Context: an optimization exercise on an open-source flow, tuned for small area, a short achievable clock period and few clock cycles per item. The choices shown serve that exercise and are no tape-out recipe.
In this exercise RTL edits were held to simulation tests only and were not proved equivalent to the original.

==> flow/design.v (outline; a module is shown in full before it is edited, if it fits) <==
// module fadd_s1: 66 lines
// module fadd_s2: 29 lines
// module fmul: 28 lines
// module mul27x25: 1080 lines
// module tab_div: 3 lines
// module tab_sqrt: 3 lines
// module fsgnj: 17 lines
// module fcvtws: 11 lines
// module norm32: 16 lines
// module feq: 20 lines
// module fle: 24 lines
// module inc_pfx: 37 lines
// module fpu_top: 227 lines
module fpu_top
  (input wire         clk,
   input wire         rstn,
   input wire         start,
   input wire [3:0]   op,
   input wire [31:0]  a,
   input wire [31:0]  b,
   output wire        ready,
   output wire        done,
   output wire [31:0] result);
  // ...
==> flow/flow/run.sh <==
#!/bin/bash
export SETUP_SLACK_MARGIN=10.5
export BUFFER_PORTS_ARGS="-buffer_cell sky130_fd_sc_hd__buf_4"
bash standard.sh > standard.log 2>&1
==> flow/standard.sh <==
#!/bin/bash
# synth_recipe.tcl (not shown) runs the flow's synth.tcl, then flattens the netlist and writes it again
# the make line also repeats each setting of config.mk as NAME=value (left out here)
make -C /OpenROAD-flow-scripts/flow DESIGN_CONFIG=/design/flow/config.mk WORK_HOME=/design/flow/orfs CLKGATE_MAP_FILE= SYNTH_SCRIPT=/design/flow/synth_recipe.tcl "${@:-finish}"
==> flow/config.mk <==
export PLATFORM = sky130hd
export DESIGN_NAME = fpu_top
export DESIGN_NICKNAME = fpu_top
export VERILOG_FILES = /design/flow/design.v
export SDC_FILE = /design/flow/constraint.sdc
export NUM_CORES = 8
export LEC_CHECK = 0
export ABC_AREA = 1
export CAP_MARGIN = 20
export CORE_MARGIN = 2
export CORE_UTILIZATION = 45
export SLEW_MARGIN = 20
export TNS_END_PERCENT = 10
==> flow/constraint.sdc <==
create_clock -name core_clock -period 17.5 [get_ports {clk}]
set_input_delay 3.5000 -clock core_clock [delete_from_list [all_inputs] [get_ports {clk}]]
set_output_delay 3.5000 -clock core_clock [all_outputs]
set_load 0.01 [all_outputs]
==> results.py, run 1 <==
metrics = {
    "status": {
        "outcome": "complete, no violations",
    },
    "floorplan": {
        "die_area_um2": 141000,
        "fp.dieH_um": 375,
    },
    "clocking": {
        "cts_tree": "done",
        "postCtsSetupBuffers": 97,
        "cts_resized": 254,
    },
    "setup_path": {
        "required_ps": 14000,
        "cp_max_fo": 10,
        "regToRegEndpoint": "PR[31]",
        "timing.rr.start": "sb[3]",
        "end_kind": "primary output",
    },
    "finish": {
        "clk_share": 0.0129,
        "seq_area_frac": 0.0892,
        "multiInputGateArea_um2": 50700,
        "ff_latch_area_um2": 6320,
        "signal_buffers": 601,
        "nFlopsAndLatches": 216,
        "nFillCells": 13781,
    },
    "placed_design": {
        "pre_cts_slack_ps": 6810,
        "place_area_um2": 64800,
    },
    "detailed_routing": {
        "dr.pass1.iters": 12,
        "wl_met1_mm": 131,
    },
    "run": {
        "maxCapViolCount": 0,
    },
    "logic_synthesis": {
        "ys_types": 86,
        "synth_edf_count": 199,
        "synthXorXnorAreaFrac": 0.0869,
    },
    "sta": {
        "rsz0062_at_grt": "yes",
    },
    "global_routing": {
        "grt.total_usage": 0.518,
    },
    "min_path": {
        "holdPathStages": 2,
    },
}
Testbench counts, summed over its fixed seeds: cycles 58,171, ops 24,000.
==> module fpu_top, before the edit <==
module fpu_top
  (input wire         clk,
   input wire         rstn,
   input wire         start,
   input wire [3:0]   op,
   input wire [31:0]  a,
   input wire [31:0]  b,
   output wire        ready,
   output wire        done,
   output wire [31:0] result);
   reg                busy;
   reg                done_r;
   reg [3:0]          opr;
   reg [3:0]          cnt;
   reg [31:0]         ra;
   reg [31:0]         rb;
   reg [26:0]         X;         
   reg [24:0]         K;         
   reg [31:0]         PR;        
   reg [25:0]         M;         
   reg [7:0]          EYR;
   reg                RND, SY, NEG;
   reg [10:0]         rs;        
   assign ready = ~busy;
   assign done = done_r;
   wire               accept = rstn & start & ~busy;
   wire               op_div = (op == 4'd3);
   wire               op_one = (op == 4'd5) | (op == 4'd6) | (op == 4'd7) | (op == 4'd9) |
                               (op == 4'd10) | (op == 4'd11) | (op == 4'd13) | (op == 4'd14) | (op == 4'd15);
   wire               o_add = (opr == 4'd0) | (opr == 4'd1);
   wire               o_mul = (opr == 4'd2);
   wire               o_div = (opr == 4'd3);
   wire               o_sqrt = (opr == 4'd4);
   wire [25:0]        tdiv_y;
   tab_div _tdiv(.i(b[22:15]), .y(tdiv_y));
   wire [24:0]        ma_in = (|a[30:23] && ~a[23]) ? {2'b01,a[22:0]} : {1'b1,a[22:0],1'b0};
   wire [26:0]        tsqrt_y;
   tab_sqrt _tsqrt(.i(ma_in[24:17]), .y(tsqrt_y));
   wire [50:20]       P = PR[31:1];
   wire               s20 = PR[0];
   wire               rP = P[22] & (P[21] | P[20] | s20 | P[23]);
   wire [25:0]        xo_div = P[48:23] + {25'b0, rP};
   wire               c0 = P[23] & rP;
   wire               cx = c0 | P[24];
   wire               m2z = ~|rb[22:0];
   wire               x0 = m2z | (cx & &P[47:25]);
   wire [29:0]        n_sq = {1'b0, X, 1'b0} + {2'b0, X};
   wire [30:0]        p_sq = {n_sq, 1'b0} - {1'b0, P[49:20]};
   wire [26:0]        xo_sq;
   inc_pfx #(27) _incs(.x(p_sq[28:2]), .cin(p_sq[1] & (p_sq[0] | p_sq[2])), .y(xo_sq));
   wire [22:0]        sq_base = X[26] ? X[25:3] : X[24:2];
   wire               sq_c = X[26] ? X[2] : X[1];
   wire               sq_z = sq_c & &sq_base;
   wire               mye24 = X[26] ? (&X[26:3] & X[2]) : (&X[25:2] & X[1]);
   wire [7:0]         ea_r = {{1'b0, ra[30]} + 2'd1, ra[29:24]};
   wire [7:0]         ey_sq = (X[26] ? 8'd254 - ea_r : 8'd253 - ea_r) + {7'b0, mye24};
   reg [6:0]          sa, sb;
   reg [2:0]          sc;
   wire [26:0]        mA = ({27{sa[0]}} & {4'b0001, ra[22:0]}) |
                           ({27{sa[1]}} & {1'b0, X[25:0]}) |
                           ({27{sa[2]}} & {1'b0, xo_div}) |
                           ({27{sa[3]}} & {2'b0, X[25:1]}) |
                           ({27{sa[4]}} & X) |
                           ({27{sa[5]}} & {2'b0, X[26:2]}) |
                           ({27{sa[6]}} & {2'b0, K});
   wire [24:0]        mB = ({25{sb[0]}} & {2'b01, rb[22:0]}) |
                           ({25{sb[1]}} & {2'b01, x0 ? 23'b0 : P[47:25]}) |
                           ({25{sb[2]}} & ~P[49:25]) |
                           ({25{sb[3]}} & rb[24:0]) |
                           ({25{sb[4]}} & X[26:2]) |
                           ({25{sb[5]}} & P[49:25]) |
                           ({25{sb[6]}} & {2'b01, sq_z ? 23'b0 : sq_base});
   wire               mC = (sc[0] & ~x0 & cx) | (sc[1] & ~P[24]) | (sc[2] & ~sq_z & sq_c);
   reg [6:0]          sa_n, sb_n;
   reg [2:0]          sc_n;
   always @(*) begin
      sa_n = 7'b0000001; sb_n = 7'b0000001; sc_n = 3'b000;         
      if (accept) begin
         if (op == 4'd3) begin sa_n = 7'b0000010; sb_n = 7'b0000001; end         
         else if (op == 4'd4) begin sa_n = 7'b0010000; sb_n = 7'b0001000; end    
      end else if (o_div) begin
         case (cnt)
           4'd1, 4'd3: begin sa_n = 7'b0001000; sb_n = 7'b0000100; sc_n = 3'b010; end   
           4'd2: begin sa_n = 7'b0000100; sb_n = 7'b0000001; end                      
           default: begin sa_n = 7'b0000001; sb_n = 7'b0000010; sc_n = 3'b001; end    
         endcase
      end else if (o_sqrt) begin
         case (cnt)
           4'd1, 4'd5: begin sa_n = 7'b0100000; sb_n = 7'b0010000; end    
           4'd2, 4'd6: begin sa_n = 7'b1000000; sb_n = 7'b0100000; end    
           4'd4: begin sa_n = 7'b0010000; sb_n = 7'b0001000; end          
           default: begin sa_n = 7'b0000001; sb_n = 7'b1000000; sc_n = 3'b100; end   
         endcase
      end
   end
   always @(posedge clk) begin
      sa <= sa_n;
      sb <= sb_n;
      sc <= sc_n;
   end
   wire [51:0]        Pm;
   mul27x25 _mul(.a(mA), .b(mB), .cin(mC), .p(Pm));
   reg [7:0]          fe1, fe2;
   reg                fsy;
   always @(*) begin
      if (o_div) begin
         fe1 = m2z ? 8'd127 : 8'd126; fe2 = 8'd127; fsy = rb[31] ^ ra[31];
      end else if (o_sqrt) begin
         fe1 = ra[30:23]; fe2 = ey_sq; fsy = 1'b0;
      end else begin
         fe1 = ra[30:23]; fe2 = rb[30:23]; fsy = ra[31] ^ rb[31];
      end
   end
   wire [9:0]         q0_n = {2'b0, ra[30:23]} - {2'b0, rb[30:23]} + {9'd63, m2z};
   wire [21:0]        k_last = {~&fe1 & ~&fe2, fsy, q0_n, {2'b0, fe1} + {2'b0, fe2}};
   wire [31:0]        fmul_y;
   wire               fmul_c;
   fmul _fmul(.es(K[9:0]), .fin(K[21]), .sy(K[20]), .pr(PR), .c(fmul_c), .y(fmul_y));
   wire [9:0]         q0 = K[19:10];
   wire [9:0]         q1 = q0 + 10'd1;
   wire [9:0]         ey_div = fmul_c ? q1 : q0;
   wire [31:0]        fdiv_y = ey_div[9] ? {K[20], 31'b0} :
                               ey_div[8] ? {K[20], 8'd255, 23'b0} :
                               {K[20], ey_div[7:0], fmul_y[22:0]};
   wire               nzm_r = |ra[22:0];
   wire [31:0]        fsqrt_y = (&ra[30:23] && nzm_r) ? {ra[31], 8'd255, 1'b1, ra[21:0]} :
                                (~ra[31] && &ra[30:23] && ~nzm_r) ? {1'b0, 8'd255, 23'b0} :
                                (~|ra) ? 32'b0 :
                                (ra[31] && ~|ra[30:0]) ? {1'b1, 31'b0} :
                                ra[31] ? {1'b1, 8'd255, 1'b1, 22'b0} :
                                (ra == 32'b111111100111011101011) ? 32'b11111011111110011101101100000 : fmul_y;
   wire [25:0]        s1_m;
   wire [7:0]         s1_eyr;
   wire               s1_rnd, s1_sy, s1_near, s1_neg;
   fadd_s1 _fadd1(.x1(ra), .x2(rb), .m(s1_m), .eyr(s1_eyr), .rnd(s1_rnd), .sy(s1_sy),
                  .near(s1_near), .neg(s1_neg));
   wire               o_cvtsw = (opr == 4'd12);
   wire [31:0]        nrm_v = o_cvtsw ? ra : {{6{NEG}}, M};
   wire [31:0]        nrm_a;
   inc_pfx #(32) _inca(.x(nrm_v ^ {32{nrm_v[31]}}), .cin(nrm_v[31]), .y(nrm_a));
   wire [31:0]        nrm_y;
   wire [5:0]         nrm_sh;
   norm32 _norm(.x(o_cvtsw ? nrm_a : {nrm_a[25:0], 6'b0}), .lim(~o_cvtsw), .limit(EYR), .y(nrm_y), .sh(nrm_sh));
   wire               nrm_rnd = nrm_y[7] & (nrm_y[6] | nrm_y[8] | |nrm_y[5:0]);
   wire [31:0]        fadd_y;
   fadd_s2 _fadd2(.x1(ra), .x2(rb), .m(M), .eyr(EYR), .rnd(RND), .sy(SY), .y(fadd_y));
   wire [31:0]        fcvtws_y;
   fcvtws _fcvtws(.x(ra), .y(fcvtws_y));
   wire [31:0]        fsgnj_y;
   wire               feq_y, fle_y;
   wire               e4, e5;
   wire               sg = rs[5] ? rb[31] : rs[4] ? ~rb[31] : ra[31] ^ rb[31];
   fsgnj _fsgnj(.x1(ra), .x2(rb), .sg(sg), .y(fsgnj_y));
   feq _feq(.x1(ra), .x2(rb), .y(feq_y), .exception(e4));
   fle _fle(.x1(ra), .x2(rb), .y(fle_y), .exception(e5));
   always @(posedge clk)
     if (accept)
       rs <= {1'b0, op == 4'd0 || op == 4'd1 || op == 4'd12, op == 4'd2, op == 4'd3, op == 4'd4, op == 4'd5, op == 4'd6,
              op == 4'd7, op == 4'd10, op == 4'd11,
              op == 4'd8 || op == 4'd9 || op == 4'd13 || op == 4'd14 || op == 4'd15};
   assign result = ({32{rs[9]}} & fadd_y) | ({32{rs[8]}} & fmul_y) | ({32{rs[7]}} & fdiv_y) |
                   ({32{rs[6]}} & fsqrt_y) | ({32{rs[5] | rs[4] | rs[3]}} & fsgnj_y) |
                   {31'b0, rs[2] & feq_y} | {31'b0, rs[1] & fle_y} |
                   ({32{rs[0]}} & ra);
   wire               last = o_div ? (cnt == 4'd5) : o_sqrt ? (cnt == 4'd9) :
                             o_add ? (cnt == 4'd2) | ~s1_near : 1'b1;
   always @(posedge clk) begin
      if (!rstn) begin
         busy <= 1'b0;
         done_r <= 1'b0;
      end else if (accept) begin
         busy <= ~op_one;
         done_r <= op_one;
      end else if (busy) begin
         if (last) begin
            busy <= 1'b0;
            done_r <= 1'b1;
         end
      end else begin
         done_r <= 1'b0;
      end
   end
   always @(posedge clk) begin
      if (accept) begin
         ra <= a;
         rb <= (op == 4'd4) ? {7'b0, ma_in} : (op == 4'd12) ? {a[31], 31'b0} :
               {b[31] ^ (op == 4'd1), b[30:0]};
         opr <= op;
         cnt <= 4'd1;
         X <= op_div ? {1'b0, tdiv_y} : tsqrt_y;
      end else if (busy) begin
         cnt <= cnt + 4'd1;
         if (o_mul | o_div | (o_sqrt & (cnt != 4'd4) & (cnt != 4'd8)))
           PR <= {Pm[50:20], |Pm[19:0]};
         if (o_add & (cnt == 4'd1)) begin
            M <= s1_m;
            EYR <= s1_eyr;
            RND <= s1_rnd;
            SY <= s1_sy;
            NEG <= s1_neg;
         end
         if (o_add & (cnt == 4'd2)) begin
            M <= nrm_y[31:6];
            EYR <= nrm_y[31] ? EYR - {2'b0, nrm_sh} : 8'd0;
            RND <= nrm_rnd;
         end
         if (o_cvtsw) begin
            M <= nrm_y[31:6];
            EYR <= 8'd158 - {2'b0, nrm_sh};
            RND <= nrm_rnd;
            SY <= ra[31];
            ra <= {ra[31], 31'b0};
         end
         if (opr == 4'd8) ra <= fcvtws_y;
         if (o_div & (cnt == 4'd3)) X <= {1'b0, xo_div};
         if (o_mul | (o_div & (cnt == 4'd5))) K <= {3'b0, k_last};
         if (o_sqrt) begin
            case (cnt)
              4'd2, 4'd6: K <= P[50:26];
              4'd4, 4'd8: X <= xo_sq;
              4'd9: K <= {3'b0, k_last};
              default: ;
            endcase
         end
      end
   end
endmodule
==> run 2: changes to the inputs <==
--- a/flow/design.v
+++ b/flow/design.v
@@ -1209,6 +1209,9 @@
    assign y = (i[7] ? (i[6] ? (i[5] ? (i[4] ? (i[3] ? (i[2] ? (i[1] ? (i[0] ? 26'h2008020 : 26'h2018120) : (i[0] ? 26'h2028323 : 26'h203862a)) : (i[1] ? (i[0] ? 26'h2048a36 : 26'h2058f4a) : (i[0] ? 26'h2069565 : 26'h2079c8b))) : (i[2] ? (i[1] ? (i[0] ? 26'h208a4bc : 26'h209adfa) : (i[0] ? 26'h20ab847 : 26'h20bc3a4)) : (i[1] ? (i[0] ? 26'h20cd014 : 26'h20ddd97) : (i[0] ? 26'h20eec30 : 26'h20ffbe0)))) : (i[3] ? (i[2] ? (i[1] ? (i[0] ? 26'h2110ca8 : 26'h2121e8b) : (i[0] ? 26'h213318a : 26'h21445a7)) : (i[1] ? (i[0] ? 26'h2155ae3 : 26'h2167141) : (i[0] ? 26'h21788c2 : 26'h218a168))) : (i[2] ? (i[1] ? (i[0] ? 26'h219bb35 : 26'h21ad62a) : (i[0] ? 26'h21bf24a : 26'h21d0f96)) : (i[1] ? (i[0] ? 26'h21e2e10 : 26'h21f4dba) : (i[0] ? 26'h2206e96 : 26'h22190a6))))) : (i[4] ? (i[3] ? (i[2] ? (i[1] ? (i[0] ? 26'h222b3eb : 26'h223d868) : (i[0] ? 26'h224fe1f : 26'h2262511)) : (i[1] ? (i[0] ? 26'h2274d41 : 26'h22876b1) : (i[0] ? 26'h229a162 : 26'h22acd57))) : (i[2] ? (i[1] ? (i[0] ? 26'h22bfa92 : 26'h22d2914) : (i[0] ? 26'h22e58e0 : 26'h22f89f8)) : (i[1] ? (i[0] ? 26'h230bc5f : 26'h231f015) : (i[0] ? 26'h233251f : 26'h2345b7c)))) : (i[3] ? (i[2] ? (i[1] ? (i[0] ? 26'h2359331 : 26'h236cc3f) : (i[0] ? 26'h23806a8 : 26'h239426e)) : (i[1] ? (i[0] ? 26'h23a7f95 : 26'h23bbe1d) : (i[0] ? 26'h23cfe0a : 26'h23e3f5e))) : (i[2] ? (i[1] ? (i[0] ? 26'h23f821b : 26'h240c644) : (i[0] ? 26'h2420bda : 26'h24352e1)) : (i[1] ? (i[0] ? 26'h2449b5b : 26'h245e54a) : (i[0] ? 26'h24730b1 : 26'h2487d92)))))) : (i[5] ? (i[4] ? (i[3] ? (i[2] ? (i[1] ? (i[0] ? 26'h249cbf1 : 26'h24b1bce) : (i[0] ? 26'h24c6d2e : 26'h24dc012)) : (i[1] ? (i[0] ? 26'h24f147d : 26'h2506a73) : (i[0] ? 26'h251c1f4 : 26'h2531b06))) : (i[2] ? (i[1] ? (i[0] ? 26'h25475a9 : 26'h255d1e1) : (i[0] ? 26'h2572fb0 : 26'h2588f1a)) : (i[1] ? (i[0] ? 26'h259f020 : 26'h25b52c7) : (i[0] ? 26'h25cb711 : 26'h25e1d00)))) : (i[3] ? (i[2] ? (i[1] ? (i[0] ? 26'h25f8499 : 26'h260eddc) : (i[0] ? 26'h26258cf : 26'h263c573)) : (i[1] ? (i[0] ? 26'h26533cc : 26'h266a3dd) : (i[0] ? 26'h26815a8 : 26'h2698932))) : (i[2] ? (i[1] ? (i[0] ? 26'h26afe7d : 26'h26c758c) : (i[0] ? 26'h26dee62 : 26'h26f6904)) : (i[1] ? (i[0] ? 26'h270e574 : 26'h27263b5) : (i[0] ? 26'h273e3cb : 26'h27565b9))))) : (i[4] ? (i[3] ? (i[2] ? (i[1] ? (i[0] ? 26'h276e982 : 26'h2786f2b) : (i[0] ? 26'h279f6b6 : 26'h27b8027)) : (i[1] ? (i[0] ? 26'h27d0b82 : 26'h27e98ca) : (i[0] ? 26'h2802802 : 26'h281b92f))) : (i[2] ? (i[1] ? (i[0] ? 26'h2834c54 : 26'h284e174) : (i[0] ? 26'h2867894 : 26'h28811b8)) : (i[1] ? (i[0] ? 26'h289ace3 : 26'h28b4a18) : (i[0] ? 26'h28ce95d : 26'h28e8ab4)))) : (i[3] ? (i[2] ? (i[1] ? (i[0] ? 26'h2902e23 : 26'h291d3ac) : (i[0] ? 26'h2937b54 : 26'h295251f)) : (i[1] ? (i[0] ? 26'h296d112 : 26'h2987f30) : (i[0] ? 26'h29a2f7d : 26'h29be1ff))) : (i[2] ? (i[1] ? (i[0] ? 26'h29d96b9 : 26'h29f4daf) : (i[0] ? 26'h2a106e6 : 26'h2a2c263)) : (i[1] ? (i[0] ? 26'h2a4802a : 26'h2a6403f) : (i[0] ? 26'h2a802a8 : 26'h2a9c768))))))) : (i[6] ? (i[5] ? (i[4] ? (i[3] ? (i[2] ? (i[1] ? (i[0] ? 26'h2ab8e84 : 26'h2ad5802) : (i[0] ? 26'h2af23e6 : 26'h2b0f235)) : (i[1] ? (i[0] ? 26'h2b2c2f3 : 26'h2b49626) : (i[0] ? 26'h2b66bd3 : 26'h2b843fe))) : (i[2] ? (i[1] ? (i[0] ? 26'h2ba1ead : 26'h2bbfbe6) : (i[0] ? 26'h2bddbac : 26'h2bfbe06)) : (i[1] ? (i[0] ? 26'h2c1a2f8 : 26'h2c38a89) : (i[0] ? 26'h2c574bd : 26'h2c7619b)))) : (i[3] ? (i[2] ? (i[1] ? (i[0] ? 26'h2c95127 : 26'h2cb4367) : (i[0] ? 26'h2cd3862 : 26'h2cf301c)) : (i[1] ? (i[0] ? 26'h2d12a9b : 26'h2d327e6) : (i[0] ? 26'h2d52802 : 26'h2d72af6))) : (i[2] ? (i[1] ? (i[0] ? 26'h2d930c7 : 26'h2db397b) : (i[0] ? 26'h2dd451a : 26'h2df53a8)) : (i[1] ? (i[0] ? 26'h2e1652d : 26'h2e379ae) : (i[0] ? 26'h2e59133 : 26'h2e7abc1))))) : (i[4] ? (i[3] ? (i[2] ? (i[1] ? (i[0] ? 26'h2e9c960 : 26'h2ebea16) : (i[0] ? 26'h2ee0dea : 26'h2f034e3)) : (i[1] ? (i[0] ? 26'h2f25f08 : 26'h2f48c60) : (i[0] ? 26'h2f6bcf1 : 26'h2f8f0c4))) : (i[2] ? (i[1] ? (i[0] ? 26'h2fb27df : 26'h2fd6249) : (i[0] ? 26'h2ffa00b : 26'h301e12c)) : (i[1] ? (i[0] ? 26'h30425b3 : 26'h3066da9) : (i[0] ? 26'h308b914 : 26'h30b07fc)))) : (i[3] ? (i[2] ? (i[1] ? (i[0] ? 26'h30d5a6b : 26'h30fb068) : (i[0] ? 26'h31209fa : 26'h314672b)) : (i[1] ? (i[0] ? 26'h316c803 : 26'h3192c89) : (i[0] ? 26'h31b94c8 : 26'h31e00c7))) : (i[2] ? (i[1] ? (i[0] ? 26'h320708f : 26'h322e42a) : (i[0] ? 26'h3255ba0 : 26'h327d6fa)) : (i[1] ? (i[0] ? 26'h32a5641 : 26'h32cd980) : (i[0] ? 26'h32f60bf : 26'h331ec07)))))) : (i[5] ? (i[4] ? (i[3] ? (i[2] ? (i[1] ? (i[0] ? 26'h3347b64 : 26'h3370ede) : (i[0] ? 26'h339a680 : 26'h33c4253)) : (i[1] ? (i[0] ? 26'h33ee262 : 26'h34186b7) : (i[0] ? 26'h3442f5c : 26'h346dc5d))) : (i[2] ? (i[1] ? (i[0] ? 26'h3498dc4 : 26'h34c439b) : (i[0] ? 26'h34efdee : 26'h351bcc8)) : (i[1] ? (i[0] ? 26'h3548035 : 26'h357483f) : (i[0] ? 26'h35a14f3 : 26'h35ce65b)))) : (i[3] ? (i[2] ? (i[1] ? (i[0] ? 26'h35fbc85 : 26'h362977b) : (i[0] ? 26'h365774b : 26'h3685c01)) : (i[1] ? (i[0] ? 26'h36b45a9 : 26'h36e3450) : (i[0] ? 26'h3712803 : 26'h37420cf))) : (i[2] ? (i[1] ? (i[0] ? 26'h3771ec1 : 26'h37a21e6) : (i[0] ? 26'h37d2a4d : 26'h3803803)) : (i[1] ? (i[0] ? 26'h3834b16 : 26'h3866394) : (i[0] ? 26'h389818c : 26'h38ca50b))))) : (i[4] ? (i[3] ? (i[2] ? (i[1] ? (i[0] ? 26'h38fce22 : 26'h392fcdf) : (i[0] ? 26'h3963151 : 26'h3996b87)) : (i[1] ? (i[0] ? 26'h39cab91 : 26'h39ff180) : (i[0] ? 26'h3a33d62 : 26'h3a68f49))) : (i[2] ? (i[1] ? (i[0] ? 26'h3a9e745 : 26'h3ad4566) : (i[0] ? 26'h3b0a9be : 26'h3b4145e)) : (i[1] ? (i[0] ? 26'h3b78557 : 26'h3bafcbc) : (i[0] ? 26'h3be7a9e : 26'h3c1ff0f)))) : (i[3] ? (i[2] ? (i[1] ? (i[0] ? 26'h3c58a22 : 26'h3c91beb) : (i[0] ? 26'h3ccb47b : 26'h3d053e7)) : (i[1] ? (i[0] ? 26'h3d3fa42 : 26'h3d7a79f) : (i[0] ? 26'h3db5c15 : 26'h3df17b6))) : (i[2] ? (i[1] ? (i[0] ? 26'h3e2da98 : 26'h3e6a4d0) : (i[0] ? 26'h3ea7674 : 26'h3ee4f99)) : (i[1] ? (i[0] ? 26'h3f23056 : 26'h3f618c2) : (i[0] ? 26'h3fa08f2 : 26'h3fe00ff))))))));
 endmodule
-module tab_sqrt(input wire [7:0] i, output wire [26:0] y);
-   assign y = (i[7] ? (i[6] ? (i[5] ? (i[4] ? (i[3] ? (i[2] ? (i[1] ? (i[0] ? 27'h2d4c915 : 27'h2d63541) : (i[0] ? 27'h2d7a394 : 27'h2d91414)) : (i[1] ? (i[0] ? 27'h2da86c5 : 27'h2dbfbae) : (i[0] ? 27'h2dd72d5 : 27'h2deec3f))) : (i[2] ? (i[1] ? (i[0] ? 27'h2e067f2 : 27'h2e1e5f3) : (i[0] ? 27'h2e3664a : 27'h2e4e8fb)) : (i[1] ? (i[0] ? 27'h2e66e0e : 27'h2e7f588) : (i[0] ? 27'h2e97f70 : 27'h2eb0bcd)))) : (i[3] ? (i[2] ? (i[1] ? (i[0] ? 27'h2ec9aa4 : 27'h2ee2bfc) : (i[0] ? 27'h2efbfdd : 27'h2f1564d)) : (i[1] ? (i[0] ? 27'h2f2ef53 : 27'h2f48af6) : (i[0] ? 27'h2f6293d : 27'h2f7ca30))) : (i[2] ? (i[1] ? (i[0] ? 27'h2f96dd6 : 27'h2fb1436) : (i[0] ? 27'h2fcbd58 : 27'h2fe6944)) : (i[1] ? (i[0] ? 27'h3001801 : 27'h301c997) : (i[0] ? 27'h3037e0f : 27'h3053571))))) : (i[4] ? (i[3] ? (i[2] ? (i[1] ? (i[0] ? 27'h306efc5 : 27'h308ad14) : (i[0] ? 27'h30a6d65 : 27'h30c30c3)) : (i[1] ? (i[0] ? 27'h30df735 : 27'h30fc0c5) : (i[0] ? 27'h3118d7b : 27'h3135d63))) : (i[2] ? (i[1] ? (i[0] ? 27'h3153083 : 27'h31706e7) : (i[0] ? 27'h318e098 : 27'h31abda0)) : (i[1] ? (i[0] ? 27'h31c9e0a : 27'h31e81de) : (i[0] ? 27'h3206928 : 27'h32253f3)))) : (i[3] ? (i[2] ? (i[1] ? (i[0] ? 27'h3244249 : 27'h3263435) : (i[0] ? 27'h32829c2 : 27'h32a22fc)) : (i[1] ? (i[0] ? 27'h32c1fee : 27'h32e20a4) : (i[0] ? 27'h330252a : 27'h3322d8b))) : (i[2] ? (i[1] ? (i[0] ? 27'h33439d6 : 27'h3364a15) : (i[0] ? 27'h3385e56 : 27'h33a76a6)) : (i[1] ? (i[0] ? 27'h33c9312 : 27'h33eb3a7) : (i[0] ? 27'h340d874 : 27'h3430186)))))) : (i[5] ? (i[4] ? (i[3] ? (i[2] ? (i[1] ? (i[0] ? 27'h3452eec : 27'h34760b4) : (i[0] ? 27'h34996ec : 27'h34bd1a5)) : (i[1] ? (i[0] ? 27'h34e10ed : 27'h35054d4) : (i[0] ? 27'h3529d69 : 27'h354eabe))) : (i[2] ? (i[1] ? (i[0] ? 27'h3573ce2 : 27'h35993e7) : (i[0] ? 27'h35befde : 27'h35e50d7)) : (i[1] ? (i[0] ? 27'h360b6e6 : 27'h363221b) : (i[0] ? 27'h365928a : 27'h3680846)))) : (i[3] ? (i[2] ? (i[1] ? (i[0] ? 27'h36a8362 : 27'h36d03f2) : (i[0] ? 27'h36f8a09 : 27'h37215bc)) : (i[1] ? (i[0] ? 27'h374a720 : 27'h3773e4b) : (i[0] ? 27'h379db52 : 27'h37c7e4c))) : (i[2] ? (i[1] ? (i[0] ? 27'h37f274e : 27'h381d671) : (i[0] ? 27'h3848bcc : 27'h3874777)) : (i[1] ? (i[0] ? 27'h38a098a : 27'h38cd220) : (i[0] ? 27'h38fa151 : 27'h3927738))))) : (i[4] ? (i[3] ? (i[2] ? (i[1] ? (i[0] ? 27'h39553f0 : 27'h3983795) : (i[0] ? 27'h39b2242 : 27'h39e1414)) : (i[1] ? (i[0] ? 27'h3a10d28 : 27'h3a40d9e) : (i[0] ? 27'h3a71592 : 27'h3aa2525))) : (i[2] ? (i[1] ? (i[0] ? 27'h3ad3c78 : 27'h3b05ba9) : (i[0] ? 27'h3b382dc : 27'h3b6b233)) : (i[1] ? (i[0] ? 27'h3b9e9d1 : 27'h3bd29db) : (i[0] ? 27'h3c07274 : 27'h3c3c3c3)))) : (i[3] ? (i[2] ? (i[1] ? (i[0] ? 27'h3c71def : 27'h3ca8120) : (i[0] ? 27'h3cded7e : 27'h3d16333)) : (i[1] ? (i[0] ? 27'h3d4e269 : 27'h3d86b4d) : (i[0] ? 27'h3dbfe0c : 27'h3df9ad3))) : (i[2] ? (i[1] ? (i[0] ? 27'h3e341d2 : 27'h3e6f33a) : (i[0] ? 27'h3eaaf3c : 27'h3ee760b)) : (i[1] ? (i[0] ? 27'h3f247dd : 27'h3f624e6) : (i[0] ? 27'h3fa0d5e : 27'h3fe017e))))))) : (i[6] ? (i[5] ? (i[4] ? (i[3] ? (i[2] ? (i[1] ? (i[0] ? 27'h4020181 : 27'h4060da2) : (i[0] ? 27'h40a261e : 27'h40e4b37)) : (i[1] ? (i[0] ? 27'h4127d2c : 27'h416bc40) : (i[0] ? 27'h41b08ba : 27'h41f62df))) : (i[2] ? (i[1] ? (i[0] ? 27'h423caf8 : 27'h4284152) : (i[0] ? 27'h42cc639 : 27'h43159fd)) : (i[1] ? (i[0] ? 27'h435fcf1 : 27'h43aaf68) : (i[0] ? 27'h43f71bb : 27'h4444444)))) : (i[3] ? (i[2] ? (i[1] ? (i[0] ? 27'h449275e : 27'h44e1b6b) : (i[0] ? 27'h45320cc : 27'h45837e8)) : (i[1] ? (i[0] ? 27'h45d6128 : 27'h4629cf9) : (i[0] ? 27'h467ebcb : 27'h46d4e13))) : (i[2] ? (i[1] ? (i[0] ? 27'h472c447 : 27'h4784ee5) : (i[0] ? 27'h47dee6e : 27'h483a364)) : (i[1] ? (i[0] ? 27'h4896e53 : 27'h48f4fc9) : (i[0] ? 27'h4954859 : 27'h49b589b))))) : (i[4] ? (i[3] ? (i[2] ? (i[1] ? (i[0] ? 27'h4a1812f : 27'h4a7c2b9) : (i[0] ? 27'h4ae1de2 : 27'h4b4935c)) : (i[1] ? (i[0] ? 27'h4bb23df : 27'h4c1d029) : (i[0] ? 27'h4c898ff : 27'h4cf7f31))) : (i[2] ? (i[1] ? (i[0] ? 27'h4d68394 : 27'h4dda707) : (i[0] ? 27'h4e4ea71 : 27'h4ec4ec4)) : (i[1] ? (i[0] ? 27'h4f3d4fc : 27'h4fb7e1f) : (i[0] ? 27'h5034b3e : 27'h50b3d76)))) : (i[3] ? (i[2] ? (i[1] ? (i[0] ? 27'h51355f1 : 27'h51b95e6) : (i[0] ? 27'h523fe9a : 27'h52c9161)) : (i[1] ? (i[0] ? 27'h5354f9e : 27'h53e3ac5) : (i[0] ? 27'h547545d : 27'h5509dfd))) : (i[2] ? (i[1] ? (i[0] ? 27'h55a1952 : 27'h563c81d) : (i[0] ? 27'h56dac38 : 27'h577c792)) : (i[1] ? (i[0] ? 27'h5821c36 : 27'h58cac48) : (i[0] ? 27'h5977a0a : 27'h5a287e0)))))) : (i[5] ? (i[4] ? (i[3] ? (i[2] ? (i[1] ? (i[0] ? 27'h3452eec : 27'h34760b4) : (i[0] ? 27'h34996ec : 27'h34bd1a5)) : (i[1] ? (i[0] ? 27'h34e10ed : 27'h35054d4) : (i[0] ? 27'h3529d69 : 27'h354eabe))) : (i[2] ? (i[1] ? (i[0] ? 27'h3573ce2 : 27'h35993e7) : (i[0] ? 27'h35befde : 27'h35e50d7)) : (i[1] ? (i[0] ? 27'h360b6e6 : 27'h363221b) : (i[0] ? 27'h365928a : 27'h3680846)))) : (i[3] ? (i[2] ? (i[1] ? (i[0] ? 27'h36a8362 : 27'h36d03f2) : (i[0] ? 27'h36f8a09 : 27'h37215bc)) : (i[1] ? (i[0] ? 27'h374a720 : 27'h3773e4b) : (i[0] ? 27'h379db52 : 27'h37c7e4c))) : (i[2] ? (i[1] ? (i[0] ? 27'h37f274e : 27'h381d671) : (i[0] ? 27'h3848bcc : 27'h3874777)) : (i[1] ? (i[0] ? 27'h38a098a : 27'h38cd220) : (i[0] ? 27'h38fa151 : 27'h3927738))))) : (i[4] ? (i[3] ? (i[2] ? (i[1] ? (i[0] ? 27'h39553f0 : 27'h3983795) : (i[0] ? 27'h39b2242 : 27'h39e1414)) : (i[1] ? (i[0] ? 27'h3a10d28 : 27'h3a40d9e) : (i[0] ? 27'h3a71592 : 27'h3aa2525))) : (i[2] ? (i[1] ? (i[0] ? 27'h3ad3c78 : 27'h3b05ba9) : (i[0] ? 27'h3b382dc : 27'h3b6b233)) : (i[1] ? (i[0] ? 27'h3b9e9d1 : 27'h3bd29db) : (i[0] ? 27'h3c07274 : 27'h3c3c3c3)))) : (i[3] ? (i[2] ? (i[1] ? (i[0] ? 27'h3c71def : 27'h3ca8120) : (i[0] ? 27'h3cded7e : 27'h3d16333)) : (i[1] ? (i[0] ? 27'h3d4e269 : 27'h3d86b4d) : (i[0] ? 27'h3dbfe0c : 27'h3df9ad3))) : (i[2] ? (i[1] ? (i[0] ? 27'h3e341d2 : 27'h3e6f33a) : (i[0] ? 27'h3eaaf3c : 27'h3ee760b)) : (i[1] ? (i[0] ? 27'h3f247dd : 27'h3f624e6) : (i[0] ? 27'h3fa0d5e : 27'h3fe017e))))))));
+module tab_sqrt_lo(input wire [5:0] i, output wire [26:0] y);
+   assign y = (i[5] ? (i[4] ? (i[3] ? (i[2] ? (i[1] ? (i[0] ? 27'h4020181 : 27'h4060da2) : (i[0] ? 27'h40a261e : 27'h40e4b37)) : (i[1] ? (i[0] ? 27'h4127d2c : 27'h416bc40) : (i[0] ? 27'h41b08ba : 27'h41f62df))) : (i[2] ? (i[1] ? (i[0] ? 27'h423caf8 : 27'h4284152) : (i[0] ? 27'h42cc639 : 27'h43159fd)) : (i[1] ? (i[0] ? 27'h435fcf1 : 27'h43aaf68) : (i[0] ? 27'h43f71bb : 27'h4444444)))) : (i[3] ? (i[2] ? (i[1] ? (i[0] ? 27'h449275e : 27'h44e1b6b) : (i[0] ? 27'h45320cc : 27'h45837e8)) : (i[1] ? (i[0] ? 27'h45d6128 : 27'h4629cf9) : (i[0] ? 27'h467ebcb : 27'h46d4e13))) : (i[2] ? (i[1] ? (i[0] ? 27'h472c447 : 27'h4784ee5) : (i[0] ? 27'h47dee6e : 27'h483a364)) : (i[1] ? (i[0] ? 27'h4896e53 : 27'h48f4fc9) : (i[0] ? 27'h4954859 : 27'h49b589b))))) : (i[4] ? (i[3] ? (i[2] ? (i[1] ? (i[0] ? 27'h4a1812f : 27'h4a7c2b9) : (i[0] ? 27'h4ae1de2 : 27'h4b4935c)) : (i[1] ? (i[0] ? 27'h4bb23df : 27'h4c1d029) : (i[0] ? 27'h4c898ff : 27'h4cf7f31))) : (i[2] ? (i[1] ? (i[0] ? 27'h4d68394 : 27'h4dda707) : (i[0] ? 27'h4e4ea71 : 27'h4ec4ec4)) : (i[1] ? (i[0] ? 27'h4f3d4fc : 27'h4fb7e1f) : (i[0] ? 27'h5034b3e : 27'h50b3d76)))) : (i[3] ? (i[2] ? (i[1] ? (i[0] ? 27'h51355f1 : 27'h51b95e6) : (i[0] ? 27'h523fe9a : 27'h52c9161)) : (i[1] ? (i[0] ? 27'h5354f9e : 27'h53e3ac5) : (i[0] ? 27'h547545d : 27'h5509dfd))) : (i[2] ? (i[1] ? (i[0] ? 27'h55a1952 : 27'h563c81d) : (i[0] ? 27'h56dac38 : 27'h577c792)) : (i[1] ? (i[0] ? 27'h5821c36 : 27'h58cac48) : (i[0] ? 27'h5977a0a : 27'h5a287e0))))));
+endmodule
+module tab_sqrt_hi(input wire [6:0] i, output wire [26:0] y);
+   assign y = (i[6] ? (i[5] ? (i[4] ? (i[3] ? (i[2] ? (i[1] ? (i[0] ? 27'h2d4c915 : 27'h2d63541) : (i[0] ? 27'h2d7a394 : 27'h2d91414)) : (i[1] ? (i[0] ? 27'h2da86c5 : 27'h2dbfbae) : (i[0] ? 27'h2dd72d5 : 27'h2deec3f))) : (i[2] ? (i[1] ? (i[0] ? 27'h2e067f2 : 27'h2e1e5f3) : (i[0] ? 27'h2e3664a : 27'h2e4e8fb)) : (i[1] ? (i[0] ? 27'h2e66e0e : 27'h2e7f588) : (i[0] ? 27'h2e97f70 : 27'h2eb0bcd)))) : (i[3] ? (i[2] ? (i[1] ? (i[0] ? 27'h2ec9aa4 : 27'h2ee2bfc) : (i[0] ? 27'h2efbfdd : 27'h2f1564d)) : (i[1] ? (i[0] ? 27'h2f2ef53 : 27'h2f48af6) : (i[0] ? 27'h2f6293d : 27'h2f7ca30))) : (i[2] ? (i[1] ? (i[0] ? 27'h2f96dd6 : 27'h2fb1436) : (i[0] ? 27'h2fcbd58 : 27'h2fe6944)) : (i[1] ? (i[0] ? 27'h3001801 : 27'h301c997) : (i[0] ? 27'h3037e0f : 27'h3053571))))) : (i[4] ? (i[3] ? (i[2] ? (i[1] ? (i[0] ? 27'h306efc5 : 27'h308ad14) : (i[0] ? 27'h30a6d65 : 27'h30c30c3)) : (i[1] ? (i[0] ? 27'h30df735 : 27'h30fc0c5) : (i[0] ? 27'h3118d7b : 27'h3135d63))) : (i[2] ? (i[1] ? (i[0] ? 27'h3153083 : 27'h31706e7) : (i[0] ? 27'h318e098 : 27'h31abda0)) : (i[1] ? (i[0] ? 27'h31c9e0a : 27'h31e81de) : (i[0] ? 27'h3206928 : 27'h32253f3)))) : (i[3] ? (i[2] ? (i[1] ? (i[0] ? 27'h3244249 : 27'h3263435) : (i[0] ? 27'h32829c2 : 27'h32a22fc)) : (i[1] ? (i[0] ? 27'h32c1fee : 27'h32e20a4) : (i[0] ? 27'h330252a : 27'h3322d8b))) : (i[2] ? (i[1] ? (i[0] ? 27'h33439d6 : 27'h3364a15) : (i[0] ? 27'h3385e56 : 27'h33a76a6)) : (i[1] ? (i[0] ? 27'h33c9312 : 27'h33eb3a7) : (i[0] ? 27'h340d874 : 27'h3430186)))))) : (i[5] ? (i[4] ? (i[3] ? (i[2] ? (i[1] ? (i[0] ? 27'h3452eec : 27'h34760b4) : (i[0] ? 27'h34996ec : 27'h34bd1a5)) : (i[1] ? (i[0] ? 27'h34e10ed : 27'h35054d4) : (i[0] ? 27'h3529d69 : 27'h354eabe))) : (i[2] ? (i[1] ? (i[0] ? 27'h3573ce2 : 27'h35993e7) : (i[0] ? 27'h35befde : 27'h35e50d7)) : (i[1] ? (i[0] ? 27'h360b6e6 : 27'h363221b) : (i[0] ? 27'h365928a : 27'h3680846)))) : (i[3] ? (i[2] ? (i[1] ? (i[0] ? 27'h36a8362 : 27'h36d03f2) : (i[0] ? 27'h36f8a09 : 27'h37215bc)) : (i[1] ? (i[0] ? 27'h374a720 : 27'h3773e4b) : (i[0] ? 27'h379db52 : 27'h37c7e4c))) : (i[2] ? (i[1] ? (i[0] ? 27'h37f274e : 27'h381d671) : (i[0] ? 27'h3848bcc : 27'h3874777)) : (i[1] ? (i[0] ? 27'h38a098a : 27'h38cd220) : (i[0] ? 27'h38fa151 : 27'h3927738))))) : (i[4] ? (i[3] ? (i[2] ? (i[1] ? (i[0] ? 27'h39553f0 : 27'h3983795) : (i[0] ? 27'h39b2242 : 27'h39e1414)) : (i[1] ? (i[0] ? 27'h3a10d28 : 27'h3a40d9e) : (i[0] ? 27'h3a71592 : 27'h3aa2525))) : (i[2] ? (i[1] ? (i[0] ? 27'h3ad3c78 : 27'h3b05ba9) : (i[0] ? 27'h3b382dc : 27'h3b6b233)) : (i[1] ? (i[0] ? 27'h3b9e9d1 : 27'h3bd29db) : (i[0] ? 27'h3c07274 : 27'h3c3c3c3)))) : (i[3] ? (i[2] ? (i[1] ? (i[0] ? 27'h3c71def : 27'h3ca8120) : (i[0] ? 27'h3cded7e : 27'h3d16333)) : (i[1] ? (i[0] ? 27'h3d4e269 : 27'h3d86b4d) : (i[0] ? 27'h3dbfe0c : 27'h3df9ad3))) : (i[2] ? (i[1] ? (i[0] ? 27'h3e341d2 : 27'h3e6f33a) : (i[0] ? 27'h3eaaf3c : 27'h3ee760b)) : (i[1] ? (i[0] ? 27'h3f247dd : 27'h3f624e6) : (i[0] ? 27'h3fa0d5e : 27'h3fe017e)))))));
 endmodule
 `default_nettype none
@@ -1386,6 +1389,8 @@
    tab_div _tdiv(.i(b[22:15]), .y(tdiv_y));
    wire [24:0]        ma_in = (|a[30:23] && ~a[23]) ? {2'b01,a[22:0]} : {1'b1,a[22:0],1'b0};
-   wire [26:0]        tsqrt_y;
-   tab_sqrt _tsqrt(.i(ma_in[24:17]), .y(tsqrt_y));
+   wire [26:0]        tsqrt_lo, tsqrt_hi;
+   tab_sqrt_lo _tsqlo(.i(a[22:17]), .y(tsqrt_lo));
+   tab_sqrt_hi _tsqhi(.i(a[22:16]), .y(tsqrt_hi));
+   wire [26:0]        tsqrt_y = (|a[30:23] && ~a[23]) ? tsqrt_lo : tsqrt_hi;
    wire [50:20]       P = PR[31:1];
    wire               s20 = PR[0];
==> flow/flow/run.sh (replaced) <==
#!/bin/bash
export SETUP_SLACK_MARGIN=9
bash standard.sh > standard.log 2>&1
--- a/flow/config.mk
+++ b/flow/config.mk
@@ -6,5 +6,4 @@
 export NUM_CORES = 8
 export LEC_CHECK = 0
-export ABC_AREA = 1
 export CAP_MARGIN = 20
 export CORE_MARGIN = 2
==> results.py, run 2 <==
metrics = {
    "status": {
        "outcome": "complete, no violations",
    },
    "setup_path": {
        "cp_top_family": "simple AND/OR/NAND/NOR gates",
        "required_ps": 14000,
        "regToRegEndpoint": "M[21]",
        "r2r_cells": 43,
        "critPathSlowestCell": "edfxtp_1",
        "cp_max_fo": 6,
        "critical_path_buf_inv_count": 1,
        "worstPathCellList": "and3_1 > and3_1 > nand3_1 > nor2_4 > nand2_1 > nor2_1 > and4_1 > and3_1 > and3_1 > nand3_1 > nor2_4 > o221ai_1 > or2_2 > o211ai_1 > o31ai_1 > o21ai_0 > nand4_1 > dlygate4sd2_1",
        "start_kind": "flip-flop",
        "reg2reg_slack_ps": 8630,
        "timing.rr.start": "ra[27]",
        "cp.arrival_ps": 5450,
        "slowest_delay_ps": 470,
        "end_kind": "primary output",
        "path_class": "reg2out",
        "crit_top_cell": "and3_1",
    },
    "floorplan": {
        "fp-row-count": 144,
        "fp.dieW_um": 398,
        "initial_core_util": 0.453,
        "fp.dieH_um": 398,
        "fp.coreArea_um2": 154000,
        "io_pins": 105,
        "die_area_um2": 159000,
    },
    "logic_synthesis": {
        "syn_inst": 10348,
        "yosysMostFrequentCell": "o21ai_0",
        "ys_types": 126,
        "synth_top_area_frac": 0.0855,
        "syn_area_um2": 69900,
        "postSynthAreaPerCell_um2": 6.75,
        "yosys_register_bits": 216,
        "yosysSeqAreaShare": 0.0904,
        "synth_top_area_cell": "edfxtp_1",
        "synth.cells.most_frequent": "o21ai_0, nand2_1, a21oi_1",
        "ys_warn_count": 3,
        "netlist_top_cells_area": "edfxtp_1, fa_1, o21ai_0",
        "synth_edf_count": 199,
        "yosys_most_used_dff": "edfxtp_1",
        "synth-async-reset-ratio": 0,
        "syn-num-nets": 11070,
    },
    "sta": {
        "hold_violations": 0,
        "maxSlewHeadroom": 0.135,
        "setup_ws_ps": 8550,
        "fin_skew_ps": 58.3,
        "clock.fmax_mhz": 112,
        "period_needed_ps": 8950,
        "final_max_slew_viol_count": 0,
        "rsz0062_at_grt": "yes",
        "tightest_slew_ps": 1290,
        "tns_ps": 0,
        "min_period_over_period": 0.512,
        "setup_violations": 0,
    },
    "detailed_routing": {
        "num_vias": 90772,
        "via_per_inst": 7.49,
        "dr.pass1.iters": 12,
        "route.antenna.remaining_nets": 0,
        "drt_wl_total_mm": 409,
        "drt_iter0_drc": 17268,
        "wire_per_inst_um": 33.7,
        "route.detailed.drc": 0,
    },
    "global_routing": {
        "grt.total_usage": 0.487,
        "grt_overflow": 0,
        "grt_pass1_wl_mm": 580,
        "grt_max_degree": 183,
        "grt_pass1_vias": 81853,
        "antenna_found_initial": 16,
    },
    "clocking": {
        "clock_latency_ps": 680,
        "numCtsBuffers": 30,
        "clock_path_buffers": 3,
        "cts_tree": "done",
        "clock_sinks": 216,
        "cts_root_buf": "clkbuf_16",
        "ctsHtreeMaxLevel": 1,
        "path_clk_slew_ps": 60,
    },
    "min_path": {
        "min_from": "PR[31]",
        "holdPathStages": 2,
        "holdPathEnd": "K[24]",
        "hp-class": "reg2reg",
    },
    "finish": {
        "final_cell_mix": "o21ai_0, nand2_1, a21oi_1",
        "fin_nets": 10758,
        "layout-drive-gt1-share": 0.122,
        "fin_util": 0.509,
        "reg_top3": "PR x32, ra x32, rb x32",
        "syn_to_final_growth_pct": 12.4,
        "final_common_cell": "o21ai_0",
        "nFillCells": 15539,
    },
    "placed_design": {
        "hpwl_mm": 282,
        "port-buffer-count": 104,
        "pre_cts_slack_ps": 6770,
        "gp_congestion": 1.09,
    },
    "run": {
        "maxCapViolCount": 0,
    },
}
## run 2: cell count changes after synthesis, sizes merged, moves of 135 or more
cell and delta:
inv -736, xor2 -414, mux2i +135, nand3 -260, nand2 -843, clkbuf +449
nor3 +136, o221ai +154, a21oi +398, xnor2 +192, o22ai -152
## run 2: worst max-delay path by stage
stage	from	endpoint	slack (ps)	cells past startpoint
floorplan	X[26]	PR[28]	8990	38
global placement	X[26]	PR[29]	6850	34
detailed placement	X[26]	PR[29]	6770	34
CTS	ra[28]	EYR[0]	8850	45
global route	ra[27]	EYR[6]	8420	43
finish	M[3]	result[30]	8550	18
## run 2: logic make-up (layout without fill, tap and decap cells)
kind of cell	count (synthesis)	in the layout	share of synthesized area
xor gates and xnor gates	391	391	0.0490
muxes	230	230	0.0391
and+or+nand+nor	3123	3128	0.207
buffers and inverters	1629	1334	0.0893
other	0	13	0
adders and majority gates	651	651	0.148
AOI/OAI and AO/OA	4108	4109	0.377
DFF	216	216	0.0904
## run 2: repair_timing
item | 4_1_cts | 5_1_grt
endpoints found under the setup margin | 99 | 93
gates cloned | 26 | 7
pin swaps | 110 | 104
hold buffers | 0 | 0
setup buffers | 165 | 99
resized for setup | 407 | 222
## run 2: through the flow
step                area, um^2  std cells  hold slack (ps)
detailed placement       72100      11748              528
floorplan                70000      10348              489
finish                   78500      12116              543
global route             78500      12103              571
global placement         72100      11748              527
CTS                      76500      11994              544
## run 2: area by class of cell
cell class / instances / area [um^2] / share of cell area
flip-flops and latches: 216 / 6320 / 0.0804
multi-input cells: 8509 / 59800 / 0.761
diodes: 13 / 32.5 / 0.000414
clock inverters: 18 / 143 / 0.00182
repair buffers: 708 / 6700 / 0.0853
clock buffers: 37 / 777 / 0.00989
repair inverters: 3 / 15.0 / 0.000191
inverters: 568 / 2220 / 0.0282
well taps: 2044 / 2560 / 0.0326
## run 2: worst register-to-register path: cells and delay by family, from the launching register on
kind / cells / cell delay (ps)
and+or+nand+nor: 10 / 2060
adders and majority gates: 3 / 580
muxes: 2 / 540
AOI/OAI and AO/OA: 20 / 4160
buffers and inverters: 8 / 940
DFF: 1 / 420
## run 2: routing by layer
metal,routed length (um),track usage,vias up
met5,95,0,-
met4,33700,0.297,14
met3,59400,0.145,2026
met2,167000,0.710,8118
met1,149000,0.629,42839
li1,-,-,37775
Testbench counts of run 2, summed over its fixed seeds: cycles 58,171, ops 24,000.
==> run 3: changes to the inputs <==
==> flow/flow/run.sh (replaced) <==
#!/bin/bash
export SETUP_SLACK_MARGIN=9
export BUFFER_PORTS_ARGS="-buffer_cell sky130_fd_sc_hd__buf_4"
bash standard.sh > standard.log 2>&1
==> results.py, run 3 <==
metrics = {
    "floorplan": {
        "fp-row-count": 144,
        "die_area_um2": 159000,
        "io_pins": 105,
        "fp.dieW_um": 398,
        "fp.dieH_um": 398,
        "initial_core_util": 0.453,
        "fp.coreArea_um2": 154000,
    },
    "global_routing": {
        "grt_pass1_vias": 81545,
        "grt_max_degree": 159,
        "grt.total_usage": 0.485,
        "grt_pass1_wl_mm": 578,
        "grt_overflow": 0,
        "antenna_found_initial": 24,
    },
    "placed_design": {
        "gp_congestion": 1.07,
        "hpwl_mm": 284,
        "port-buffer-count": 104,
    },
    "setup_path": {
        "critPathSlowestCell": "a221oi_1",
        "cp_max_fo": 11,
        "end_kind": "primary output",
        "path_class": "reg2out",
        "required_ps": 14000,
        "start_kind": "flip-flop",
        "crit_top_cell": "buf_4",
        "cp.arrival_ps": 5570,
        "worstPathCellList": "nand4_1 > buf_4 > or2_2 > nor2_1 > nand2_1 > nor2_2 > a31oi_1 > buf_4 > nor2b_1 > and3_1 > nand3_1 > xor2_2 > nand3_1 > a221oi_1 > o2111ai_1 > buf_4",
        "reg2reg_slack_ps": 8730,
        "slowest_delay_ps": 670,
    },
    "sta": {
        "final_max_slew_viol_count": 0,
        "hold_violations": 0,
        "maxSlewHeadroom": 0.179,
        "min_period_over_period": 0.519,
        "clock.fmax_mhz": 110,
        "tightest_slew_ps": 1220,
        "fin_skew_ps": 31.7,
        "setup_violations": 0,
        "period_needed_ps": 9070,
        "rsz0062_at_grt": "yes",
        "tns_ps": 0,
    },
    "logic_synthesis": {
        "ys_types": 126,
        "yosysMostFrequentCell": "o21ai_0",
        "postSynthAreaPerCell_um2": 6.75,
        "synth-async-reset-ratio": 0,
        "synth_top_area_frac": 0.0855,
        "ys_warn_count": 3,
        "synth_edf_count": 199,
        "synth_top_area_cell": "edfxtp_1",
        "syn_inst": 10348,
        "syn_area_um2": 69900,
        "yosys_most_used_dff": "edfxtp_1",
        "yosys_register_bits": 216,
        "yosysSeqAreaShare": 0.0904,
        "synth.cells.most_frequent": "o21ai_0, nand2_1, a21oi_1",
        "syn-num-nets": 11070,
        "netlist_top_cells_area": "edfxtp_1, fa_1, o21ai_0",
    },
    "finish": {
        "nFillCells": 15752,
        "final_cell_mix": "o21ai_0, nand2_1, a21oi_1",
        "syn_to_final_growth_pct": 11.0,
        "ff_latch_area_um2": 6320,
        "layout-drive-gt1-share": 0.124,
        "fin_nets": 10715,
        "multiInputGateArea_um2": 59500,
        "final_common_cell": "o21ai_0",
        "reg_top3": "PR x32, ra x32, rb x32",
    },
    "status": {
        "outcome": "complete, no violations",
    },
    "clocking": {
        "ctsHtreeMaxLevel": 1,
        "ctsHoldBuffers": 0,
        "cts_root_buf": "clkbuf_16",
        "clock_path_buffers": 3,
        "cts_tree": "done",
        "clock_sinks": 216,
        "path_clk_slew_ps": 60,
        "clock_latency_ps": 680,
        "numCtsBuffers": 30,
    },
    "detailed_routing": {
        "drt_wl_total_mm": 408,
        "dr.pass1.iters": 21,
        "num_vias": 90271,
        "route.antenna.remaining_nets": 0,
        "via_per_inst": 7.48,
        "wire_per_inst_um": 33.8,
        "route.detailed.drc": 0,
        "drt_iter0_drc": 17288,
    },
    "min_path": {
        "hp-class": "reg2reg",
    },
    "run": {
        "maxCapViolCount": 0,
    },
}
run 3: what timing repair did:
item,CTS,global route
endpoints found under the setup margin,99,91
cloned,21,12
pin swaps,73,92
gates resized for setup,367,159
buffers inserted,166,67
run 3: cell families after synthesis:
logic type / Yosys count / share of synthesized area
and+or+nand+nor: 3123 / 0.207
muxes: 230 / 0.0391
buffers and inverters: 1629 / 0.0893
xor gates and xnor gates: 391 / 0.0490
AOI/OAI and AO/OA: 4108 / 0.377
adders and majority gates: 651 / 0.148
DFF: 216 / 0.0904
run 3: cell type report:
class / count / share of cell area
Antenna cell: 11 / 0.000355
Clock buffer: 34 / 0.0104
Clock inverter: 22 / 0.00332
Inverter: 568 / 0.0286
Multi-Input combinational cell: 8514 / 0.766
Sequential cell: 216 / 0.0814
Tap cell: 2044 / 0.0330
Timing Repair Buffer: 660 / 0.0763
Timing Repair inverter: 3 / 0.000194
run 3: layer usage:
metal	global-route usage	wire length (um)	vias to the layer above
met5	0	116	-
met4	0.312	35000	16
met3	0.143	58300	1912
met2	0.709	166000	7793
met1	0.621	149000	42825
li1	-	-	37725
run 3: worst max-delay path: cells and delay by family (launching register included):
family / cells / cell delay [ps]
buf+inv: 3 / 700
xor+xnor: 1 / 370
flops: 1 / 510
compound gates: 3 / 1360
simple gates: 9 / 1940
run 3: path summary, 6_finish.rpt:
| path | from | end | cells past startpoint |
|---|---|---|---|
| hold / removal | PR[31] | K[24] | 2 |
| setup reg to reg | X[3] | PR[28] | 31 |
| hold reg to reg | PR[31] | K[24] | 2 |
| setup / recovery | PR[21] | result[24] | 16 |
run 3: stage by stage:
stage          worst slack, ps  instance area, um^2  utilization  instances  hold WS, ps
2_1_floorplan             8990                70000            -      10348          489
3_3_place_gp              6480                71700        0.465      11734          522
3_5_place_dp              6400                71800        0.465      11735          526
4_1_cts                   8810                76100        0.494      11978          541
5_1_grt                   8480                77500        0.503      12061          596
6_report                  8430                77600        0.503      12072          542
==> run 4: changes to the inputs <==
--- a/flow/config.mk
+++ b/flow/config.mk
@@ -6,4 +6,5 @@
 export NUM_CORES = 8
 export LEC_CHECK = 0
+export ABC_AREA = 1
 export CAP_MARGIN = 20
 export CORE_MARGIN = 2
==> results.py, run 4 <==
metrics = {
    "status": {
        "outcome": "complete, but fails checks",
        "violations": "capacitance limit, slew limit",
    },
    "logic_synthesis": {
        "yosysMostFrequentCell": "nand2_1",
        "ys_warn_count": 3,
        "synth.cells.most_frequent": "nand2_1, inv_1, o21ai_0",
        "syn_inst": 9894,
        "syn-num-nets": 10616,
        "synth_top_area_cell": "nand2_1",
        "syn_area_um2": 62000,
        "ys_types": 88,
        "netlist_top_cells_area": "nand2_1, edfxtp_1, fa_1",
        "postSynthAreaPerCell_um2": 6.27,
        "synth-async-reset-ratio": 0,
        "yosys_most_used_dff": "edfxtp_1",
        "yosys_register_bits": 216,
        "yosysSeqAreaShare": 0.102,
        "synth_edf_count": 199,
        "synth_top_area_frac": 0.116,
    },
    "placed_design": {
        "hpwl_mm": 269,
        "port-buffer-count": 104,
        "place_area_um2": 64700,
        "gp_congestion": 1.22,
        "pre_cts_slack_ps": 5980,
        "place_inst": 11461,
    },
    "global_routing": {
        "grt_overflow": 0,
        "grt_pass1_wl_mm": 523,
        "grt_max_degree": 100,
        "antenna_found_initial": 31,
        "grt_pass1_vias": 74173,
        "grt.total_usage": 0.501,
    },
    "sta": {
        "maxSlewHeadroom": -0.00470,
        "rsz0062_at_grt": "yes",
        "tns_ps": 0,
        "fin_skew_ps": 39.1,
        "tightest_slew_ps": 1470,
        "hold_violations": 0,
        "clock.fmax_mhz": 113,
        "min_period_over_period": 0.507,
        "setup_ws_ps": 8630,
        "final_max_slew_viol_count": 1,
        "period_needed_ps": 8870,
        "setup_violations": 0,
    },
    "clocking": {
        "ctsHtreeMaxLevel": 1,
        "path_clk_slew_ps": 60,
        "cts_root_buf": "clkbuf_16",
        "ctsHoldBuffers": 0,
        "numCtsBuffers": 29,
        "clock_sinks": 216,
        "clock_latency_ps": 660,
        "cts_tree": "done",
        "clock_path_buffers": 3,
    },
    "floorplan": {
        "fp-row-count": 136,
        "fp.dieH_um": 375,
        "io_pins": 105,
        "initial_core_util": 0.452,
        "fp.dieW_um": 375,
        "fp.coreArea_um2": 137000,
        "die_area_um2": 141000,
    },
    "min_path": {
        "hp-class": "reg2reg",
    },
    "run": {
        "maxCapViolCount": 1,
    },
    "detailed_routing": {
        "num_vias": 81728,
        "dr.pass1.iters": 13,
        "via_per_inst": 6.86,
        "drt_wl_total_mm": 378,
        "route.detailed.drc": 0,
        "wire_per_inst_um": 31.7,
        "route.antenna.remaining_nets": 0,
        "drt_iter0_drc": 14506,
    },
    "setup_path": {
        "end_kind": "flip-flop",
        "path_class": "reg2reg",
        "critical_path_buf_inv_count": 8,
        "cp_top_family": "compound AO/OA/AOI/OAI gates",
        "cp_max_fo": 7,
        "crit_top_cell": "nand2_1",
        "start_kind": "flip-flop",
        "slowest_delay_ps": 1160,
        "cp.arrival_ps": 9350,
        "critPathSlowestCell": "mux2i_1",
        "required_ps": 17980,
    },
    "finish": {
        "final_common_cell": "nand2_1",
        "final_cell_mix": "nand2_1, inv_1, o21ai_0",
        "layout-drive-gt1-share": 0.126,
        "multiInputGateArea_um2": 50600,
        "fin_nets": 10790,
        "final_area_um2": 71700,
        "reg_top3": "PR x32, ra x32, rb x32",
        "stdcell_count": 11910,
        "syn_to_final_growth_pct": 15.6,
        "ff_latch_area_um2": 6320,
        "nFillCells": 13956,
    },
}
## run 4: cell type report
class	count	area share
Clock buffer	33	0.0105
Tap cell	1794	0.0313
Antenna cell	25	0.000872
Timing Repair inverter	4	0.000506
Inverter	1309	0.0723
Timing Repair Buffer	691	0.0881
Sequential cell	216	0.0881
Multi-Input combinational cell	7817	0.706
Clock inverter	21	0.00270
## run 4: cells by family after synthesis
kind of cell / share of synthesized area
AOI/OAI and AO/OA: 0.273
xor gates and xnor gates: 0.0870
adders and majority gates: 0.167
buffers and inverters: 0.117
DFF: 0.102
muxes: 0.00323
and+or+nand+nor: 0.252
## run 4: final timing paths
path	startpoint	end	slack (ps)	cells after the start
worst max register to register	rb[25]	EYR[4]	8630	50
worst min-delay path	cnt[3]	cnt[3]	580	2
worst min register to register	cnt[3]	cnt[3]	580	2
worst max-delay path	rb[25]	EYR[4]	8630	50
## run 4: metrics by stage
step / utilization / hold WS [ps]
6_report: 0.523 / 577
5_1_grt: 0.523 / 573
4_1_cts: 0.489 / 563
3_5_place_dp: 0.472 / 553
3_3_place_gp: 0.472 / 518
2_1_floorplan: - / 500
## run 4: metal layers
layer	vias up	global-route usage	share of wire
met5	-	0.00206	0.00024
met4	14	0.417	0.11
met3	2245	0.168	0.14
met2	7297	0.727	0.40
met1	37944	0.596	0.34
li1	34228	-	-
## run 4: worst reg2reg max path, delay by kind of cell, from the launching register on
kind	cells	cell delay [ps]
AOI/OAI and AO/OA	17	2570
and+or+nand+nor	20	2370
muxes	1	1160
buffers and inverters	8	1070
adders and majority gates	3	890
DFF	1	430
xor gates and xnor gates	1	270
## run 4: repair_timing
action / 4_1_cts / 5_1_grt
buffers inserted: 86 / 243
resized for setup: 178 / 492
cloned: 6 / 31
pin swaps: 19 / 189
setup endpoints to repair: 98 / 92

==> afterwards: timing with drivers on the ports <==
How much do the figures lean on ideal ports? The routed layouts below were timed once more, with nothing changed but the port constraints. Step 1 (the two cells are an assumption about what drives the block):
set clk [get_ports {clk}]
set_driving_cell -lib_cell sky130_fd_sc_hd__clkbuf_16 $clk
set_driving_cell -lib_cell sky130_fd_sc_hd__buf_2 [delete_from_list [all_inputs] $clk]
Step 2 moves the port delays by t, midway between the first and last clock arrival at a register: inputs arrive t later, outputs are due t later. That takes back most of the time a late clock gives input paths. a / b / c = ideal / step 1 / step 2; a / b = the first two.
run	t (ns)	setup WS [ns]	slew at the worst register clock pin (ns)	worst slew at a driven data input, ns	cell pins on the clock port's net
run 1	0.706	8.809 / 8.729 / 8.238	0.07 / 0.07	0.17	1
run 2	0.732	8.546 / 8.467 / 7.977	0.08 / 0.08	0.05	1
run 3	0.740	8.425 / 8.346 / 8.728	0.08 / 0.08	0.05	1
run 4	0.720	8.629 / 8.629 / 8.629	0.08 / 0.08	0.07	1
The setup slack of run 1, which loses most, moves by -0.080 ns with the drivers and by -0.571 ns with both steps.
